This is an optimization exercise on Yosys and OpenROAD, whose aim is small area, a short achievable clock period and few clock cycles per item, not a production implementation. Where RTL was checked, it was by simulation tests only, not by an equivalence proof against the original.

## violet
Design fp_sqrt, start of the top module:
module fp_sqrt(reset, clk, i_sign, i_exp, i_frac, ready, o_sign, o_exp, o_frac);
    input reset;
    input clk;
    input i_sign;
    input wire [10:0] i_exp;
    input wire [51:0] i_frac;
    output wire ready;
    output reg o_sign;
    output reg [10:0] o_exp;
    output wire [51:0] o_frac;
    wire [27:0] root;
    always @(posedge clk) begin
        if (reset) begin
            o_sign <= i_sign;
            o_exp  <= (i_exp >> 1) + 11'd511 + i_exp[0];
        end
    end
    integer_sqrt #(.K(2), .S(2)) rooter(.clk(clk), .start(reset), .odd(i_exp[0]),
                        .frac(i_frac), .root(root), .done(ready));
    assign o_frac = {root, 24'd0};
endmodule
For scale: ~1,300 cells after synthesis, about 130 I/O pins.
==> flow/config.mk <==
export PLATFORM = sky130hd
export DESIGN_NAME = fp_sqrt
export DESIGN_NICKNAME = fp_sqrt
export VERILOG_FILES = /design/flow/design.v
export SDC_FILE = /design/flow/constraint.sdc
export NUM_CORES = 4
export LEC_CHECK = 0
export ABC_AREA = 1
export ABC_CLOCK_PERIOD_IN_PS = 2500
export CAP_MARGIN = 20
export CORE_MARGIN = 2
export CORE_UTILIZATION = 40
export SETUP_SLACK_MARGIN = 5
export SLEW_MARGIN = 20
==> flow/constraint.sdc <==
create_clock -name core_clock -period 11.0 [get_ports {clk}]
set_input_delay 2.2000 -clock core_clock [delete_from_list [all_inputs] [get_ports {clk}]]
set_output_delay 2.2000 -clock core_clock [all_outputs]
set_load 0.01 [all_outputs]
standard.sh (not shown) runs the stock make flow with config.mk's settings and CLKGATE_MAP_FILE= SYNTH_SCRIPT=/design/flow/synth_recipe.tcl, a recipe that flattens the netlist after the stock synthesis.
==> flow/flow/run.sh <==
#!/bin/bash
# The standard layout (the standard.sh, standard synthesis unchanged) with
# two changes to how the layout is made: the port buffers use the smallest
# buffer cell, and timing repair aims for 7.5 ns of setup slack.
set -o pipefail
bash standard.sh "BUFFER_PORTS_ARGS=-buffer_cell sky130_fd_sc_hd__buf_1" SETUP_SLACK_MARGIN=7.5  finish > flow_make.log 2>&1
Testbench counts of violet, summed over its fixed seeds: cycles 26,880, items 1,920.
> inputs changed (violet -> amber)
- putting TNS_END_PERCENT at 30 where nothing was set
==> flow/flow/run.sh <==
#!/bin/bash
# The standard layout (the standard.sh, standard synthesis unchanged) with
# two changes to how the layout is made: the port buffers use the smallest
# buffer cell, and timing repair aims for 7.75 ns of setup slack.
set -o pipefail
bash standard.sh "BUFFER_PORTS_ARGS=-buffer_cell sky130_fd_sc_hd__buf_1" SETUP_SLACK_MARGIN=7.75  finish > flow_make.log 2>&1
--- outcome ---
Lower fraction of final layout cells with drive strength greater than 1 goes to violet over amber.
Compared with violet, amber shows a wire length of the first global-routing pass that is 1.8% higher.
#### Input delta (fjord over amber)
- an added GPL_ROUTABILITY_DRIVEN of 0
==> run summary <==
Comparing post-detailed-route via-to-cell ratio for fjord and amber, the bigger number came from amber. Of fjord and amber, the run reporting the higher setup slack after placement was amber. Compared with amber, fjord shows multi-input logic portion of the cell area higher by 0.51 points. Diff amber -> fjord: minimum clock period now larger; routing usage on met1 now smaller; initial detailed-routing violation count now smaller. Going from amber to fjord, the maximum frequency was found to have gone down by 2.4%. Wire length of the first global-routing pass, fjord vs amber: down slightly.
The following lists how juniper was set up differently from fjord:
- CTS_CLUSTER_DIAMETER: unset -> 100
- CTS_CLUSTER_SIZE: unset -> 40
- GPL_ROUTABILITY_DRIVEN: 0 -> unset
Findings:
Delta (juniper minus fjord): routed via count divided by cell count now sits higher, fraction of final layout cells sized beyond drive strength 1 now sits higher, post-synthesis simple-gate area fraction now sits at about the same level. Worst slack on hold paths, juniper and fjord, lower one = fjord. Wire: juniper routes more than fjord. Actual slew at the worst max-slew pin on juniper is up relative to fjord. As far as number of optimization iterations in the first detailed-route pass goes, fjord and juniper are indistinguishable; the numbers are identical.

========
The RTL this note starts from:
==> flow/design.v <==
module integer_sqrt #(parameter K = 1, parameter S = 1) (clk, start, odd, frac, root, done);
    input clk;
    input start;
    input odd;
    input [51:0] frac;
    output [27:0] root;
    output done;
    localparam C  = (28 - S) / K;    
    localparam CW = $clog2(C + 1);
    reg [28:0] q;                    
    reg [29:0] rem;                  
    reg [CW-1:0] cnt;                
    reg [2*K-1:0] p;                 
    assign root = q[27:0];
    assign done = q[28];
    function [2*K-1:0] fetch;
        input [CW-1:0] c;
        input e0;
        reg [K-1:0] ev;              
        reg [K:0]   od;              
        integer n, k, i;
        begin
            ev = 0;
            od = 0;
            for (n = 0; n < C; n = n + 1)
                if (c == n)
                    for (k = 0; k <= K; k = k + 1) begin
                        i = 25 - S - K*n - k;
                        if (k < K && i >= 0) ev[K-1-k] = frac[2*i];
                        if (i >= 0) od[K-k] = frac[2*i+1];
                    end
            for (k = 0; k < K; k = k + 1)
                fetch[2*K-1-2*k -: 2] = e0 ? {od[K-k], ev[K-1-k]} : {ev[K-1-k], od[K-1-k]};
        end
    endfunction
    localparam TW = 2*S + 2;
    wire [TW-1:0] mtop = odd ? {2'b01, frac[51 -: 2*S]} : {1'b1, frac[51 -: 2*S+1]};
    reg [S:0] r0;
    reg [S+1:0] m0;
    reg [S+3:0] tt;
    integer u;
    always @(*) begin
        r0 = 1;
        m0 = mtop[TW-1:TW-2] - 1'b1;
        for (u = 0; u < S; u = u + 1) begin
            tt = {m0, mtop[2*S-1-2*u -: 2]} - {r0, 2'b01};
            if (!tt[S+3]) begin
                m0 = tt;
                r0 = {r0, 1'b1};
            end else begin
                m0 = {m0, mtop[2*S-1-2*u -: 2]};
                r0 = {r0, 1'b0};
            end
        end
    end
    wire [29:0] rs [0:K/2];
    wire [28:0] qs [0:K/2];
    assign rs[0] = rem;
    assign qs[0] = q;
    genvar g;
    generate
        for (g = 0; g < K/2; g = g + 1) begin : stage
            wire [1:0] p1 = p[2*K-1-4*g -: 2];
            wire [1:0] p2 = p[2*K-3-4*g -: 2];
            wire sg = rs[g][29];
            wire [28:0] qn = qs[g] ^ {29{~sg}};
            wire [30:0] t1 = {rs[g][28:0], p1} + {qn, 2'b11};
            wire [30:0] x = {rs[g][26:0], p1, p2};
            wire [30:0] t2s = x + {qn, 3'b111};
            wire [30:0] t2b = x + {qn, 4'b1111} + {qn, 3'b000};
            wire s1 = t1[30];
            wire [30:0] t2 = (s1 == sg) ? t2b : t2s;
            assign rs[g+1] = {t2[30], t2[28:0]};
            assign qs[g+1] = {qs[g][26:0], ~s1, ~t2[30]};
        end
    endgenerate
    always @(posedge clk) begin
        if (start) begin
            q   <= r0;
            rem <= m0;
            cnt <= 1;
            p   <= fetch(0, odd);
        end else begin
            if (!q[28]) q <= qs[K/2];
            rem <= rs[K/2];
            cnt <= cnt + 1'b1;
            p   <= fetch(cnt, odd);
        end
    end
endmodule
module fp_sqrt(reset, clk, i_sign, i_exp, i_frac, ready, o_sign, o_exp, o_frac);
    input reset;
    input clk;
    input i_sign;
    input wire [10:0] i_exp;
    input wire [51:0] i_frac;
    output wire ready;
    output reg o_sign;
    output reg [10:0] o_exp;
    output wire [51:0] o_frac;
    wire [27:0] root;
    always @(posedge clk) begin
        if (reset) begin
            o_sign <= i_sign;
            o_exp  <= (i_exp >> 1) + 11'd511 + i_exp[0];
        end
    end
    integer_sqrt #(.K(2), .S(2)) rooter(.clk(clk), .start(reset), .odd(i_exp[0]),
                        .frac(i_frac), .root(root), .done(ready));
    assign o_frac = {root, 24'd0};
endmodule
Settings: LEC_CHECK=0, ABC_CLOCK_PERIOD_IN_PS=2500, CAP_MARGIN=20, CORE_MARGIN=2, CORE_UTILIZATION=40, SETUP_SLACK_MARGIN=5, SLEW_MARGIN=20; clock period 11.0 ns.
==> flow/flow/run.sh <==
#!/bin/bash
# The standard layout (the standard.sh, standard synthesis unchanged) with
# two changes to how the layout is made: the port buffers use the smallest
# buffer cell, and timing repair aims for 8.5 ns of setup slack.
set -o pipefail
bash standard.sh "BUFFER_PORTS_ARGS=-buffer_cell sky130_fd_sc_hd__buf_1" SETUP_SLACK_MARGIN=8.5  finish > flow_make.log 2>&1
The first run went through all stages and came out clean.
Rerun with:
==> flow/flow/run.sh (replaced) <==
#!/bin/bash
# The standard layout (the standard.sh, standard synthesis unchanged) with
# two changes to how the layout is made: the port buffers use the smallest
# buffer cell, and timing repair aims for 6 ns of setup slack.
set -o pipefail
bash standard.sh "BUFFER_PORTS_ARGS=-buffer_cell sky130_fd_sc_hd__buf_1" SETUP_SLACK_MARGIN=6  finish > flow_make.log 2>&1
After rerunning: The changed run went through all stages and came out clean. Non-clock buffer count went down by 153. Via count went down by 11%. Wire length went down by 21%. Synthesized area does not change. Global-route usage went down by 4.1 points.
Rerun with:
==> flow/flow/run.sh (replaced) <==
#!/bin/bash
# The standard layout (the standard.sh, standard synthesis unchanged) with
# two changes to how the layout is made: the port buffers use the smallest
# buffer cell, and timing repair aims for 8 ns of setup slack.
set -o pipefail
bash standard.sh "BUFFER_PORTS_ARGS=-buffer_cell sky130_fd_sc_hd__buf_1" SETUP_SLACK_MARGIN=8  finish > flow_make.log 2>&1
Effect:
- synthesized cell count is unchanged
- die area stays the same
- core utilization increases by 16 points
- hold slack is about the same
- clock-buffer cell count does not change
- maximum frequency increases by 29%
- via count increases by about 10%
- wire length increases by 21%
- register-to-register slack is better by 0.79 ns
Rerun with:
==> flow/flow/run.sh (replaced) <==
#!/bin/bash
# The standard layout (the standard.sh, standard synthesis unchanged) with
# two changes to how the layout is made: the port buffers use the smallest
# buffer cell, and timing repair aims for 7.5 ns of setup slack.
set -o pipefail
bash standard.sh "BUFFER_PORTS_ARGS=-buffer_cell sky130_fd_sc_hd__buf_1" SETUP_SLACK_MARGIN=7.5  finish > flow_make.log 2>&1
Result: Final cell count came out lower by 7.4%. Wire length came out lower by 15%. Via count came out lower by 8.6%. Area after synthesis stays the same. Utilization came out lower by 13 points. Worst setup slack is about the same. First-iteration DRC count came out higher by 15%. Register-to-register slack got worse by 0.21 ns. Non-clock buffer count came out lower by 116. Clock skew hardly moves.
No run of this note included a check of the RTL's function; only the layout flow was run.

-- port drivers added, routing unchanged --
The results above use ideal ports. As a check the final layouts listed here were re-extracted and re-timed, cells and wires unchanged.
Step 1: set_driving_cell puts a clkbuf_16 on clk and a buf_2 on each other input, an assumption about the parent block.
Step 2 also shifts input and output timing later by t, the mid clock arrival at the registers, as if the neighbouring blocks saw the same clock.
a / b / c = ideal / step 1 / step 2; a / b = the first two.
run	shift t [ns]	setup WS [ns]	clock arrival spread, ns	worst register clock-pin slew, ns	worst slew at a driven data input, ns
violet	0.401	7.583 / 7.604 / 7.202	0.015 / 0.015	0.08 / 0.08	0.04
amber	0.404	7.729 / 7.680 / 7.355	0.015 / 0.015	0.08 / 0.08	0.07
fjord	0.394	7.650 / 7.604 / 7.375	0.012 / 0.012	0.07 / 0.07	0.07
juniper	0.404	7.729 / 7.680 / 7.355	0.015 / 0.015	0.08 / 0.08	0.07
the first run of note 2	0.405	7.444 / 7.443 / 7.038	0.013 / 0.012	0.08 / 0.08	0.13
the second run of note 2	0.404	6.432 / 6.455 / 6.051	0.012 / 0.012	0.08 / 0.08	0.05
the third run of note 2	0.400	7.467 / 7.469 / 7.069	0.012 / 0.013	0.07 / 0.07	0.06
the fourth run of note 2	0.399	7.464 / 7.425 / 7.026	0.011 / 0.011	0.08 / 0.08	0.12
After both steps every run listed still meets setup and hold. The setup slack of the fourth run of note 2, which loses most, moves by -0.039 ns with the drivers and by -0.438 ns with both steps.
